Source: an optimization exercise on an open RTL-to-GDS flow (aim: small area, a short achievable clock period and few clock cycles per item). Production flows keep margins and buffers that such runs may drop.
The RTL was checked by simulation tests, not by an equivalence proof against the original design.
No driver is modelled on the clock port, so clock power and skew are understated where the tree is cut down; a real chip needs a root buffer or a tree.

garnet:
Design RCL, start of the top module:
module RCL(
    clk,
    rst_n,
    in_valid,
    coef_Q,
    coef_L,
    out_valid,
    out
);
export LEC_CHECK = 0
export CAP_MARGIN = 20
export CORE_MARGIN = 2
export CORE_UTILIZATION = 40
export GPL_TIMING_DRIVEN = 0
export SLEW_MARGIN = 20
export SYNTH_HIERARCHICAL = 1
export BUFFER_PORTS_ARGS = -buffer_cell sky130_fd_sc_hd__buf_1
create_clock -name core_clock -period 80.0 [get_ports {clk}]
standard.sh (not shown) runs the stock make flow with config.mk's settings and CLKGATE_MAP_FILE= SYNTH_SCRIPT=/design/flow/synth_recipe.tcl, a recipe that flattens the netlist after the stock synthesis.
==> flow/flow/run.sh <==
#!/bin/bash
# Standard layout, with the port buffers made of sky130_fd_sc_hd__buf_1 cells
# and the clock tree built with the arguments below.
set -euo pipefail
echo 'export BUFFER_PORTS_ARGS = -buffer_cell sky130_fd_sc_hd__buf_1' >> config.mk
export CTS_ARGS="-repair_clock_nets -dont_use_dummy_load -root_buf sky130_fd_sc_hd__clkbuf_16 -buf_list sky130_fd_sc_hd__clkbuf_16"
bash standard.sh > standard.log 2>&1
No stage failed in garnet, and the final checks on the layout all came back clean.
Testbench counts of garnet, summed over its fixed seeds: cycles 11,992, items 2,400.
Input changes introduced in violet (baseline for comparison: garnet):
==> flow/flow/run.sh <==
#!/bin/bash
# Standard layout, with the port buffers made of sky130_fd_sc_hd__buf_1 cells
# and the clock tree replaced by one clock buffer (flow/one_clock_buffer.tcl).
set -euo pipefail
here=$(pwd)
echo 'export BUFFER_PORTS_ARGS = -buffer_cell sky130_fd_sc_hd__buf_1' >> config.mk
export POST_CTS_TCL="$here/flow/one_clock_buffer.tcl"
bash standard.sh > standard.log 2>&1
==> flow/flow/one_clock_buffer.tcl (new file) <==
# Runs after ORFS's clock tree synthesis (POST_CTS_TCL hook). The design has
# few registers, so the tree is replaced by one level of clock buffers: the
# clock port drives CLOCK_BUFS buffers, each of which drives the clock pins of
# the registers nearest to it (the registers split by x coordinate).
set nbuf 2
set bufcell sky130_fd_sc_hd__clkbuf_8
set block [ord::get_db_block]
set db [ord::get_db]
set clk_net [[$block findBTerm clk] getNet]

# the clock tree's buffers and dummy loads, and the nets they drive
set tree_insts {}
set tree_nets {}
foreach inst [$block getInsts] {
  set name [$inst getName]
  if { [string match "clkbuf_*" $name] || [string match "clkload*" $name] } {
    lappend tree_insts $inst
    set out [$inst findITerm X]
    if { $out == "NULL" } { set out [$inst findITerm Y] }
    if { $out != "NULL" && [$out getNet] != "NULL" } { lappend tree_nets [$out getNet] }
  }
}

set regs {}
foreach inst [$block getInsts] {
  if { [string match "sky130_fd_sc_hd__df*" [[$inst getMaster] getName]] } {
    lappend regs [list [lindex [$inst getLocation] 0] $inst]
  }
}
set regs [lsort -integer -index 0 $regs]
set n [llength $regs]
foreach inst $tree_insts { odb::dbInst_destroy $inst }
foreach net $tree_nets { odb::dbNet_destroy $net }

set master [$db findMaster $bufcell]
for { set b 0 } { $b < $nbuf } { incr b } {
  set lo [expr { $b * $n / $nbuf }]
  set hi [expr { ($b + 1) * $n / $nbuf }]
  set net [odb::dbNet_create $block clknet_$b]
  $net setSigType CLOCK
  set sx 0
  set sy 0
  foreach r [lrange $regs $lo [expr { $hi - 1 }]] {
    set inst [lindex $r 1]
    set it [$inst findITerm CLK]
    $it disconnect
    $it connect $net
    set loc [$inst getLocation]
    incr sx [lindex $loc 0]
    incr sy [lindex $loc 1]
  }
  set buf [odb::dbInst_create $block $master clkbuf_$b]
  [$buf findITerm A] connect $clk_net
  [$buf findITerm X] connect $net
  set k [expr { $hi - $lo }]
  $buf setLocation [expr { $sx / $k }] [expr { $sy / $k }]
  $buf setPlacementStatus PLACED
}
puts "one_clock_buffer: $n registers on $nbuf buffers, removed [llength $tree_insts] tree cells"
detailed_placement
estimate_parasitics -placement
report_clock_skew
==> comparison <==
- From garnet to violet the numbers moved as follows: number of fill cells in the layout picked up an extra 13; wire length on met3 went down.
- Diff garnet -> violet | wire length of the first global-routing pass | down slightly
- [compare] base=garnet new=violet: achievable frequency increased about 0.66%, total number of vias decreased 1.2%.
Modified inputs, harbor compared to violet
- a change of CORE_UTILIZATION from 40 to 65
- an added REMOVE_ABC_BUFFERS of 1
diff --git a/flow/flow/run.sh b/flow/flow/run.sh
--- a/flow/flow/run.sh
+++ b/flow/flow/run.sh
@@ -6,0 +7 @@
+echo 'export REMOVE_ABC_BUFFERS = 1' >> config.mk
diff --git a/flow/flow/one_clock_buffer.tcl b/flow/flow/one_clock_buffer.tcl
--- a/flow/flow/one_clock_buffer.tcl
+++ b/flow/flow/one_clock_buffer.tcl
@@ -5 +5 @@
-set nbuf 2
+set nbuf 3
Notes after the runs:
Summary of harbor over violet: post-DP HPWL down 6.1%; global-route track usage on met1 up 11 points. In the reports for violet and harbor, the smaller worst-case setup slack after placement belongs to harbor. The utilization of harbor exceeds that of violet by 26 points. In the tables for violet and harbor, pin count of the biggest net entering global routing reads lower with violet. Taking violet as the reference, in harbor area added between synthesis and finish shows a reduction of 2.9 points, die outline area lower, met3 track demand over resource rose by 3.0 points, worst hold slack grew by 0.019 ns, post-route cell area went down by about 2.8%.
--- input diff harbor..xenon ---
- REMOVE_ABC_BUFFERS no longer set, was 1
diff --git a/flow/flow/run.sh b/flow/flow/run.sh
--- a/flow/flow/run.sh
+++ b/flow/flow/run.sh
@@ -7 +6,0 @@
-echo 'export REMOVE_ABC_BUFFERS = 1' >> config.mk
diff --git a/flow/flow/one_clock_buffer.tcl b/flow/flow/one_clock_buffer.tcl
--- a/flow/flow/one_clock_buffer.tcl
+++ b/flow/flow/one_clock_buffer.tcl
@@ -5 +5 @@
-set nbuf 3
+set nbuf 2
--- outcome ---
xenon ended with every stage complete and zero timing, DRC or antenna violations.
From harbor to xenon the numbers moved as follows: synthesis-to-layout area growth rose 1.2 points, highest clock rate closely matched the old numbers, fraction of layout instances using a drive strength above 1 went up by 0.17 points.
Modified inputs, yarrow compared to xenon
- changing CORE_UTILIZATION from 65 to 40
diff --git a/flow/flow/one_clock_buffer.tcl b/flow/flow/one_clock_buffer.tcl
--- a/flow/flow/one_clock_buffer.tcl
+++ b/flow/flow/one_clock_buffer.tcl
@@ -5 +5 @@
-set nbuf 2
+set nbuf 3
Notes after the runs:
Looking at xenon and yarrow, the part of the cycle the worst path needs is a wash. Comparing yarrow against xenon, there is no change at all in boundary pin count. Taking xenon as the reference, in yarrow synthesis-to-layout area growth increased by 2.1 points relative to the old numbers. The minimum setup slack after placement on yarrow is in line with that on xenon. Between xenon and yarrow, the flow reports count of fill cells added during filler insertion increasing by more than 100%. [diff] final cell area excluding filler cells, yarrow relative to xenon: regression.
The clock cells of violet, harbor, xenon and yarrow come from the design's own scripts or RTL, not from TritonCTS.


Another version of the RTL of RCL (not shown whole).
For scale: ~390 cells after synthesis, roughly 35 flip-flops.
## RCL
module RCL(
    clk,
    rst_n,
    in_valid,
    coef_Q,
    coef_L,
    out_valid,
    out
);
input clk, rst_n, in_valid;
input [4:0] coef_Q, coef_L;
output reg out_valid;
output reg [1:0] out;
reg [4:0] l1, q1;
reg [9:0] x, d;
reg [1:0] cnt;
wire first = cnt[0] & ~cnt[1];    
wire third = cnt[0] & cnt[1];     
wire nfirst = ~first;
wire [4:0] qm = third ? 5'd1 : q1;
wire [9:0] x_next, d_next;
wire [2:0] s_hi;
wire [6:0] s_lo;
wire [14:0] f;
wire n1 = ~(x[0] & nfirst);
wire n2 = ~(l1[0] & qm[0]);
wire n3 = n1 ^ n2;
wire n4 = ~(n1 | n2);
wire n5 = ~(x[1] & nfirst);
wire n6 = ~(l1[0] & qm[1]);
wire n7 = ~(l1[1] & qm[0]);
wire n8, n9;
RCL_fa un8 (.a(n5), .b(n6), .c(n7), .s(n8), .co(n9));
wire n10 = ~n4;
wire n11 = n10 ^ n8;
wire n12 = ~(n10 | n8);
wire n13 = ~(x[2] & nfirst);
wire n14 = ~(l1[0] & qm[2]);
wire n15, n16;
RCL_fa un15 (.a(n13), .b(n14), .c(n9), .s(n15), .co(n16));
wire n17 = ~(l1[1] & qm[1]);
wire n18 = ~(l1[2] & qm[0]);
wire n19, n20;
RCL_fa un19 (.a(n17), .b(n18), .c(n15), .s(n19), .co(n20));
wire n21 = ~n12;
wire n22 = n21 ^ n19;
wire n23 = ~(n21 | n19);
wire n24 = ~(x[3] & nfirst);
wire n25, n26;
RCL_fa un25 (.a(n24), .b(n16), .c(n20), .s(n25), .co(n26));
wire n27 = ~(l1[0] & qm[3]);
wire n28 = ~(l1[1] & qm[2]);
wire n29, n30;
RCL_fa un29 (.a(n27), .b(n28), .c(n25), .s(n29), .co(n30));
wire n31 = ~(l1[2] & qm[1]);
wire n32 = ~(l1[3] & qm[0]);
wire n33, n34;
RCL_fa un33 (.a(n31), .b(n32), .c(n29), .s(n33), .co(n34));
wire n35 = ~n23;
wire n36 = n35 ^ n33;
wire n37 = ~(n35 | n33);
wire n38 = ~(x[4] & nfirst);
wire n39 = ~(l1[1] & qm[3]);
wire n40, n41;
RCL_fa un40 (.a(n38), .b(n39), .c(n26), .s(n40), .co(n41));
wire n42, n43;
RCL_fa un42 (.a(n30), .b(n40), .c(n34), .s(n42), .co(n43));
wire n44 = ~(l1[0] & qm[4]);
wire n45 = ~(l1[4] & qm[0]);
wire n46, n47;
RCL_fa un46 (.a(n44), .b(n45), .c(n37), .s(n46), .co(n47));
wire n48 = ~(l1[2] & qm[2]);
wire n49 = ~(l1[3] & qm[1]);
wire n50, n51;
RCL_fa un50 (.a(n48), .b(n49), .c(n42), .s(n50), .co(n51));
wire n52 = ~n46;
wire n53 = n52 ^ n50;
wire n54 = ~(n52 | n50);
wire n55, n56;
RCL_ha un55 (.a(n41), .b(n43), .s(n55), .co(n56));
wire n57 = ~(x[5] & nfirst);
wire n58 = ~(l1[2] & qm[3]);
wire n59 = ~(l1[3] & qm[2]);
wire n60, n61;
RCL_fa un60 (.a(n57), .b(n58), .c(n59), .s(n60), .co(n61));
wire n62, n63;
  ...
clock: 80.0 ns
lec_check: 0
cap_margin: 20
core_margin: 2
core_utilization: 40
slew_margin: 20
synth_hierarchical: 1
buffer_ports_args: -buffer_cell sky130_fd_sc_hd__buf_2
==> flow/flow/run.sh <==
#!/bin/bash
# Standard layout, with the port buffers made of sky130_fd_sc_hd__buf_2 cells.
set -euo pipefail
echo 'export BUFFER_PORTS_ARGS = -buffer_cell sky130_fd_sc_hd__buf_2' >> config.mk
bash standard.sh > standard.log 2>&1
The first run completed without violations.
Testbench counts at the start, summed over its fixed seeds: cycles 11,992, items 2,400.
Edit:
==> flow/flow/run.sh (replaced) <==
#!/bin/bash
# Standard layout, with the port buffers made of sky130_fd_sc_hd__buf_1 cells.
set -euo pipefail
echo 'export BUFFER_PORTS_ARGS = -buffer_cell sky130_fd_sc_hd__buf_1' >> config.mk
bash standard.sh > standard.log 2>&1
- BUFFER_PORTS_ARGS: -buffer_cell sky130_fd_sc_hd__buf_2 -> -buffer_cell sky130_fd_sc_hd__buf_1
Effect: Global-route usage rose by 0.23 points. First-iteration DRC count fell by about 30%. Wire length fell by 0.52%. Cell area fell by about 0.6%. Critical path depth stays the same.
Edit:
==> flow/run.sh (new file) <==
#!/bin/bash
# synth_recipe.tcl (not shown) runs the flow's synth.tcl, then flattens the netlist and writes it again
# the make line also repeats each setting of config.mk as NAME=value (left out here)
make -C /OpenROAD-flow-scripts/flow DESIGN_CONFIG=/design/flow/config.mk WORK_HOME=/design/flow/orfs CLKGATE_MAP_FILE= SYNTH_SCRIPT=/design/flow/synth_recipe.tcl finish
- BUFFER_PORTS_ARGS: -buffer_cell sky130_fd_sc_hd__buf_1 -> not set
- CTS_CLUSTER_DIAMETER: not set -> 500
- CTS_CLUSTER_SIZE: not set -> 50
removed: flow/flow/run.sh
removed: flow/standard.sh
After rerunning: The changed run produced a clean layout; register-to-register slack degrades by 230 ps; hold slack stays flat; die area is unchanged; worst setup slack loses 360 ps; design area went up by 2.3%; routed wire length falls by 1.4%; utilization went up by 0.99 points.

## static timing again, ports no longer ideal
No port has a modelled driver above. Below, the same layouts with a new extraction and two added sets of constraints.
Step 1 (the two cells are an assumption about what drives the block):
set clk [get_ports {clk}]
set_driving_cell -lib_cell sky130_fd_sc_hd__clkbuf_16 $clk
set_driving_cell -lib_cell sky130_fd_sc_hd__buf_2 [delete_from_list [all_inputs] $clk]
Step 2 moves the port delays by t, midway between the first and last clock arrival at a register: inputs arrive t later, outputs are due t later. That takes back most of the time a late clock gives input paths.
a / b / c = ideal / step 1 / step 2; a / b = the first two.
run	t, ns	setup WS [ns]	worst setup path after step 2	latest minus earliest clock arrival (ns)	worst slew at a driven data input, ns
garnet	0.306	63.230 / 63.200 / 63.506	register to output	0.016 / 0.016	0.03
violet	0.199	63.340 / 63.304 / 63.502	register to output	0.016 / 0.015	0.03
harbor	0.182	63.367 / 63.323 / 63.505	register to output	0.016 / 0.015	0.03
xenon	0.205	63.345 / 63.303 / 63.508	register to output	0.018 / 0.018	0.03
yarrow	0.185	63.377 / 63.331 / 63.516	register to output	0.018 / 0.018	0.03
the first run of note 2	0.329	63.200 / 63.166 / 63.495	register to output	0.014 / 0.014	0.03
the second run of note 2	0.330	63.208 / 63.181 / 63.511	register to output	0.013 / 0.014	0.03
the third run of note 2	0.313	62.852 / 62.822 / 63.135	register to output	0.014 / 0.014	0.03
After both steps setup and hold are still met in every run listed.
